This is an optimization exercise on Yosys and OpenROAD, whose aim is small area, a short achievable clock period and few clock cycles per item, not a production implementation. Function was checked by simulation only, so behaviour that the tests miss may differ from the original.

Setup of run A:
// MLP_RTL_IP_v1_0
module MLP_RTL_IP_v1_0 (
    ACLK,
    ARESETN,
    S_AXIS_TREADY,
    S_AXIS_TDATA,
    S_AXIS_TLAST,
    S_AXIS_TVALID,
    M_AXIS_TVALID,
    M_AXIS_TDATA,
    M_AXIS_TLAST,
    M_AXIS_TREADY
);
==> module mlp_neuron, before the edit <==
module mlp_neuron (
    input         clk,
    input  [55:0] xn,      
    input  [55:0] wn,      
    input  [8:0]  bias,    
    output [7:0]  s        
);
    reg  [100:0] r1;
    reg  [16:0] r2;
    wire [100:0] r1_d;
    wire [16:0] r2_d;
    mlp_s1 s1 (.xn(xn), .wn(wn), .bias(bias), .r(r1_d));
    mlp_s2 s2 (.r(r1), .y(r2_d));
    assign s = r2[16:9] + r2[8:1] + {7'd0, r2[0]};
    always @(posedge clk) begin
        r1 <= r1_d;
        r2 <= r2_d;
    end
endmodule
==> module MLP_RTL_IP_v1_0, before the edit <==
module MLP_RTL_IP_v1_0 (
    ACLK,
    ARESETN,
    S_AXIS_TREADY,
    S_AXIS_TDATA,
    S_AXIS_TLAST,
    S_AXIS_TVALID,
    M_AXIS_TVALID,
    M_AXIS_TDATA,
    M_AXIS_TLAST,
    M_AXIS_TREADY
);
    input         ACLK;
    input         ARESETN;
    output        S_AXIS_TREADY;
    input  [31:0] S_AXIS_TDATA;
    input         S_AXIS_TLAST;
    input         S_AXIS_TVALID;
    output        M_AXIS_TVALID;
    output [31:0] M_AXIS_TDATA;
    output        M_AXIS_TLAST;
    input         M_AXIS_TREADY;
    reg       par;       
    reg       run;       
    reg [2:0] wcnt;      
    reg       word1;     
    reg [2:0] cnt;       
    reg       ov;        
    wire take = ov & M_AXIS_TREADY;
    reg  rdy;            
    assign S_AXIS_TREADY = rdy;
    wire acc_in = S_AXIS_TVALID & rdy;
    wire [31:0] dn = ~S_AXIS_TDATA;
    wire       par_n   = ~par;
    wire       run_n   = run | (acc_in & ~run & wcnt == 3'd4);
    wire [2:0] wcnt_n  = wcnt + {2'd0, acc_in & ~run};
    wire       word1_n = word1 ^ (acc_in & run);
    wire [2:0] cnt_n   = cnt + {2'd0, acc_in & run & word1} - {2'd0, take};
    function rdy_of;
        input       run_x;
        input [2:0] wcnt_x;
        input       word1_x;
        input [2:0] cnt_x;
        begin
            if (!run_x)
                rdy_of = (wcnt_x == 3'd0 || wcnt_x == 3'd3) ? ~par_n : par_n;
            else if (word1_x)
                rdy_of = par_n & (cnt_x < 3'd5);
            else
                rdy_of = ~par_n;
        end
    endfunction
    wire       run_a   = run | (wcnt == 3'd4);
    wire [2:0] wcnt_a  = wcnt + {2'd0, ~run};
    wire       word1_a = word1 ^ run;
    wire [2:0] cnt_a   = cnt + {2'd0, run & word1};
    wire r00 = rdy_of(run,   wcnt,   word1,   cnt);
    wire r01 = rdy_of(run,   wcnt,   word1,   cnt - 3'd1);
    wire r10 = rdy_of(run_a, wcnt_a, word1_a, cnt_a);
    wire r11 = rdy_of(run_a, wcnt_a, word1_a, cnt_a - 3'd1);
    wire rdy_n = acc_in ? (take ? r11 : r10) : (take ? r01 : r00);
    wire ldw = ~run & rdy;
    reg [32:0] ra0, rb0;              
    reg [31:0] ra3, rb3;              
    reg [7:0]  b3;
    reg [7:0]  rac, rbc;              
    wire [32:0] f0 = {S_AXIS_TDATA[7], ~S_AXIS_TDATA[7], S_AXIS_TDATA[6:0], dn[31:8]};
    always @(posedge ACLK) begin
        ra0 <= rb0;
        rb0 <= (ldw & (wcnt == 3'd0 | wcnt == 3'd2)) ? f0 : ra0;
        ra3 <= (ldw & (wcnt == 3'd1 | wcnt == 3'd3)) ? dn : rb3;
        rb3 <= ra3;
        if (ldw & wcnt == 3'd4) begin
            rac <= S_AXIS_TDATA[15:8];
            rbc <= S_AXIS_TDATA[23:16];
        end else begin
            rac <= rbc;
            rbc <= rac;
        end
        if (ldw & wcnt == 3'd4) b3 <= S_AXIS_TDATA[7:0];
    end
    reg [31:0] xr0, xq;
    reg [23:0] xr1;
    always @(posedge ACLK) begin
        if (run & ~word1 & ~par) xr0 <= dn;
        if (par) xr1 <= dn[23:0];
        xq <= xr0;
    end
    wire [7:0] s;
    mlp_neuron nu (.clk(ACLK), .xn({xr1, xq}), .wn({ra3, ra0[23:0]}), .bias(ra0[32:24]),
                   .s(s));
    reg  [7:0] sa;       
    reg  [7:0] h;
    reg  [6:0] f;        
    wire       vh1 = f[4];
    wire       vh2 = f[5];
    wire       vq  = f[6];
    wire [7:0] g;
    always @(posedge ACLK) sa <= s;
    perceptron_sigmoid sig (.idx(sa), .val(g));
    always @(posedge ACLK) h <= g;
    reg  [15:0] ls, lc, pc;
    wire [15:0] ls_d, lc_d;
    wire [15:0] b3row = {7'd0, b3[7], ~b3[7], b3[6:0]};
    mlp_l2 l2u (.h(h), .c(rac), .base(vh2 ? ls : b3row), .ys(ls_d), .yc(lc_d));
    always @(posedge ACLK) begin
        ls <= ls_d;
        lc <= lc_d;
        pc <= lc;
    end
    wire [15:0] l2sum = ls + lc + pc;
    reg  [7:0] yo;
    reg  [7:0] q0, q1, q2, q3;
    reg  [3:0] wp, rp;   
    reg  [2:0] fc;       
    wire [7:0] y    = l2sum[15:8];
    wire       push = vq;
    wire       adv  = take | ~ov;               
    wire       pop  = adv & (fc != 3'd0);
    wire       qwr  = push & ~(adv & fc == 3'd0);
    wire [7:0] qh   = ({8{rp[0]}} & q0) | ({8{rp[1]}} & q1) |
                      ({8{rp[2]}} & q2) | ({8{rp[3]}} & q3);
    always @(posedge ACLK) begin
        if (qwr & wp[0]) q0 <= y;
        if (qwr & wp[1]) q1 <= y;
        if (qwr & wp[2]) q2 <= y;
        if (qwr & wp[3]) q3 <= y;
        if (adv) yo <= (fc != 3'd0) ? qh : y;
    end
    assign M_AXIS_TVALID = ov;
    assign M_AXIS_TLAST  = ov;
    assign M_AXIS_TDATA  = {24'd0, yo};
    always @(posedge ACLK) begin
        if (!ARESETN) begin
            par   <= 1'b0;
            run   <= 1'b0;
            wcnt  <= 3'd0;
            word1 <= 1'b0;
            cnt   <= 3'd0;
            rdy   <= 1'b1;
            f     <= 7'd0;
            ov    <= 1'b0;
            wp    <= 4'b0001;
            rp    <= 4'b0001;
            fc    <= 3'd0;
        end else begin
            par   <= par_n;
            run   <= run_n;
            wcnt  <= wcnt_n;
            word1 <= word1_n;
            cnt   <= cnt_n;
            rdy   <= rdy_n;
            f     <= {f[5:0], acc_in & run & word1};
            if (qwr) wp <= {wp[2:0], wp[3]};
            if (pop) rp <= {rp[2:0], rp[3]};
            fc <= fc + {2'd0, qwr} - {2'd0, pop};
            if (adv) ov <= push | (fc != 3'd0);
        end
    end
endmodule
Settings: LEC_CHECK=0, CAP_MARGIN=20, CORE_MARGIN=2, CORE_UTILIZATION=40, CTS_BUF_LIST=sky130_fd_sc_hd__clkbuf_16, CTS_CLUSTER_DIAMETER=80, CTS_CLUSTER_SIZE=30, SETUP_SLACK_MARGIN=3.0, SLEW_MARGIN=20, SYNTH_HIERARCHICAL=1, SYNTH_MINIMUM_KEEP_SIZE=0; clock period 6.0 ns.
run.sh (not shown) runs the stock make flow with config.mk's settings and CLKGATE_MAP_FILE= SYNTH_SCRIPT=/design/flow/synth_recipe.tcl, a recipe that flattens the netlist after the stock synthesis.
Testbench counts of run A, summed over its fixed seeds: cycles 2,160, items 1,024.
> inputs changed (run A -> run B)
diff --git a/flow/design.v b/flow/design.v
--- a/flow/design.v
+++ b/flow/design.v
@@ -1542,11 +1542,12 @@
     reg  [16:0] r2;
     wire [100:0] r1_d;
     wire [16:0] r2_d;
     mlp_s1 s1 (.xn(xn), .wn(wn), .bias(bias), .r(r1_d));
     mlp_s2 s2 (.r(r1), .y(r2_d));
-    assign s = r2[16:9] + r2[8:1] + {7'd0, r2[0]};
+    wire [8:0] sc = {r2[16:9], 1'b1} + {r2[8:1], r2[0]};    
+    assign s = sc[8:1];
     always @(posedge clk) begin
         r1 <= r1_d;
         r2 <= r2_d;
     end
 endmodule
@@ -1605,11 +1606,11 @@
         input [2:0] cnt_x;
         begin
             if (!run_x)
                 rdy_of = (wcnt_x == 3'd0 || wcnt_x == 3'd3) ? ~par_n : par_n;
             else if (word1_x)
-                rdy_of = par_n & (cnt_x < 3'd5);
+                rdy_of = par_n & (cnt_x < 3'd4);
             else
                 rdy_of = ~par_n;
         end
     endfunction
     wire       run_a   = run | (wcnt == 3'd4);
@@ -1631,12 +1632,12 @@
         ra0 <= rb0;
         rb0 <= (ldw & (wcnt == 3'd0 | wcnt == 3'd2)) ? f0 : ra0;
         ra3 <= (ldw & (wcnt == 3'd1 | wcnt == 3'd3)) ? dn : rb3;
         rb3 <= ra3;
         if (ldw & wcnt == 3'd4) begin
-            rac <= S_AXIS_TDATA[15:8];
-            rbc <= S_AXIS_TDATA[23:16];
+            rac <= S_AXIS_TDATA[23:16];
+            rbc <= S_AXIS_TDATA[15:8];
         end else begin
             rac <= rbc;
             rbc <= rac;
         end
         if (ldw & wcnt == 3'd4) b3 <= S_AXIS_TDATA[7:0];
@@ -1649,19 +1650,16 @@
         xq <= xr0;
     end
     wire [7:0] s;
     mlp_neuron nu (.clk(ACLK), .xn({xr1, xq}), .wn({ra3, ra0[23:0]}), .bias(ra0[32:24]),
                    .s(s));
-    reg  [7:0] sa;       
     reg  [7:0] h;
-    reg  [6:0] f;        
-    wire       vh1 = f[4];
-    wire       vh2 = f[5];
-    wire       vq  = f[6];
+    reg  [5:0] f;        
+    wire       vh2 = f[4];
+    wire       vq  = f[5];
     wire [7:0] g;
-    always @(posedge ACLK) sa <= s;
-    perceptron_sigmoid sig (.idx(sa), .val(g));
+    perceptron_sigmoid sig (.idx(s), .val(g));
     always @(posedge ACLK) h <= g;
     reg  [15:0] ls, lc, pc;
     wire [15:0] ls_d, lc_d;
     wire [15:0] b3row = {7'd0, b3[7], ~b3[7], b3[6:0]};
     mlp_l2 l2u (.h(h), .c(rac), .base(vh2 ? ls : b3row), .ys(ls_d), .yc(lc_d));
@@ -1670,26 +1668,24 @@
         lc <= lc_d;
         pc <= lc;
     end
     wire [15:0] l2sum = ls + lc + pc;
     reg  [7:0] yo;
-    reg  [7:0] q0, q1, q2, q3;
-    reg  [3:0] wp, rp;   
-    reg  [2:0] fc;       
+    reg  [7:0] q0, q1, q2;
+    reg  [2:0] wp, rp;   
+    reg  [1:0] fc;       
     wire [7:0] y    = l2sum[15:8];
     wire       push = vq;
     wire       adv  = take | ~ov;               
-    wire       pop  = adv & (fc != 3'd0);
-    wire       qwr  = push & ~(adv & fc == 3'd0);
-    wire [7:0] qh   = ({8{rp[0]}} & q0) | ({8{rp[1]}} & q1) |
-                      ({8{rp[2]}} & q2) | ({8{rp[3]}} & q3);
+    wire       pop  = adv & (fc != 2'd0);
+    wire       qwr  = push & ~(adv & fc == 2'd0);
+    wire [7:0] qh   = ({8{rp[0]}} & q0) | ({8{rp[1]}} & q1) | ({8{rp[2]}} & q2);
     always @(posedge ACLK) begin
         if (qwr & wp[0]) q0 <= y;
         if (qwr & wp[1]) q1 <= y;
         if (qwr & wp[2]) q2 <= y;
-        if (qwr & wp[3]) q3 <= y;
-        if (adv) yo <= (fc != 3'd0) ? qh : y;
+        if (adv) yo <= (fc != 2'd0) ? qh : y;
     end
     assign M_AXIS_TVALID = ov;
     assign M_AXIS_TLAST  = ov;
     assign M_AXIS_TDATA  = {24'd0, yo};
     always @(posedge ACLK) begin
@@ -1698,25 +1694,25 @@
             run   <= 1'b0;
             wcnt  <= 3'd0;
             word1 <= 1'b0;
             cnt   <= 3'd0;
             rdy   <= 1'b1;
-            f     <= 7'd0;
+            f     <= 6'd0;
             ov    <= 1'b0;
-            wp    <= 4'b0001;
-            rp    <= 4'b0001;
-            fc    <= 3'd0;
+            wp    <= 3'b001;
+            rp    <= 3'b001;
+            fc    <= 2'd0;
         end else begin
             par   <= par_n;
             run   <= run_n;
             wcnt  <= wcnt_n;
             word1 <= word1_n;
             cnt   <= cnt_n;
             rdy   <= rdy_n;
-            f     <= {f[5:0], acc_in & run & word1};
-            if (qwr) wp <= {wp[2:0], wp[3]};
-            if (pop) rp <= {rp[2:0], rp[3]};
-            fc <= fc + {2'd0, qwr} - {2'd0, pop};
-            if (adv) ov <= push | (fc != 3'd0);
+            f     <= {f[4:0], acc_in & run & word1};
+            if (qwr) wp <= {wp[1:0], wp[2]};
+            if (pop) rp <= {rp[1:0], rp[2]};
+            fc <= fc + {1'b0, qwr} - {1'b0, pop};
+            if (adv) ov <= push | (fc != 2'd0);
         end
     end
 endmodule
Notes after the runs:
Of run B and run A, it is run B that has the higher final critical path time including I/O delays and setup.
Run B vs run A, die boundary height went down by 3.0 um.
Data arrival time of the critical path across run B and run A: no real change.
Between run A and run B, the flow reports sink count of the clock tree decreasing by a few percent.
The largest net degree at the start of global routing in run B sits 1.5% above the value recorded for run A.
Looking at sequential portion of the cell area, run B sits 1.1 points below run A.
Run A → run B: total length of routed met2 wires +about 1.8%, fraction of area in multi-input gates +0.86 points, area of the die -about 2%, largest fanout of any net on the critical path -6.
The depth of the most critical reg-to-reg path reported for run B is greater than that of run A by 3.
Testbench counts of run B, summed over its fixed seeds: cycles 2,152, items 1,024.

[what the ideal ports hide]
The flow's constraints put no driver on any port. The routed layouts listed below were extracted and timed again, unchanged, in two steps.
Step 1: set_driving_cell puts a clkbuf_16 on ACLK and a buf_2 on each other input, an assumption about the parent block.
Step 2 adds t to the input delays and takes it off the output delays; t is the mean of the earliest and latest rising clock arrival at the registers after step 1. Input paths then give back, and output paths get back, about the clock's delay inside the block.
Three values: ideal ports, drivers, drivers and shift; two values: the first two.
run	shift t [ns]	setup WS [ns]	worst setup path at the end	worst register clock-pin slew, ns
run A	0.681	3.045 / 3.045 / 2.652	input to register	0.11 / 0.11
run B	0.657	2.974 / 2.974 / 2.588	input to register	0.11 / 0.11
After both steps setup and hold are still met in every run listed. The setup slack of run A, which loses most, moves by 0.000 ns with the drivers and by -0.393 ns with both steps.
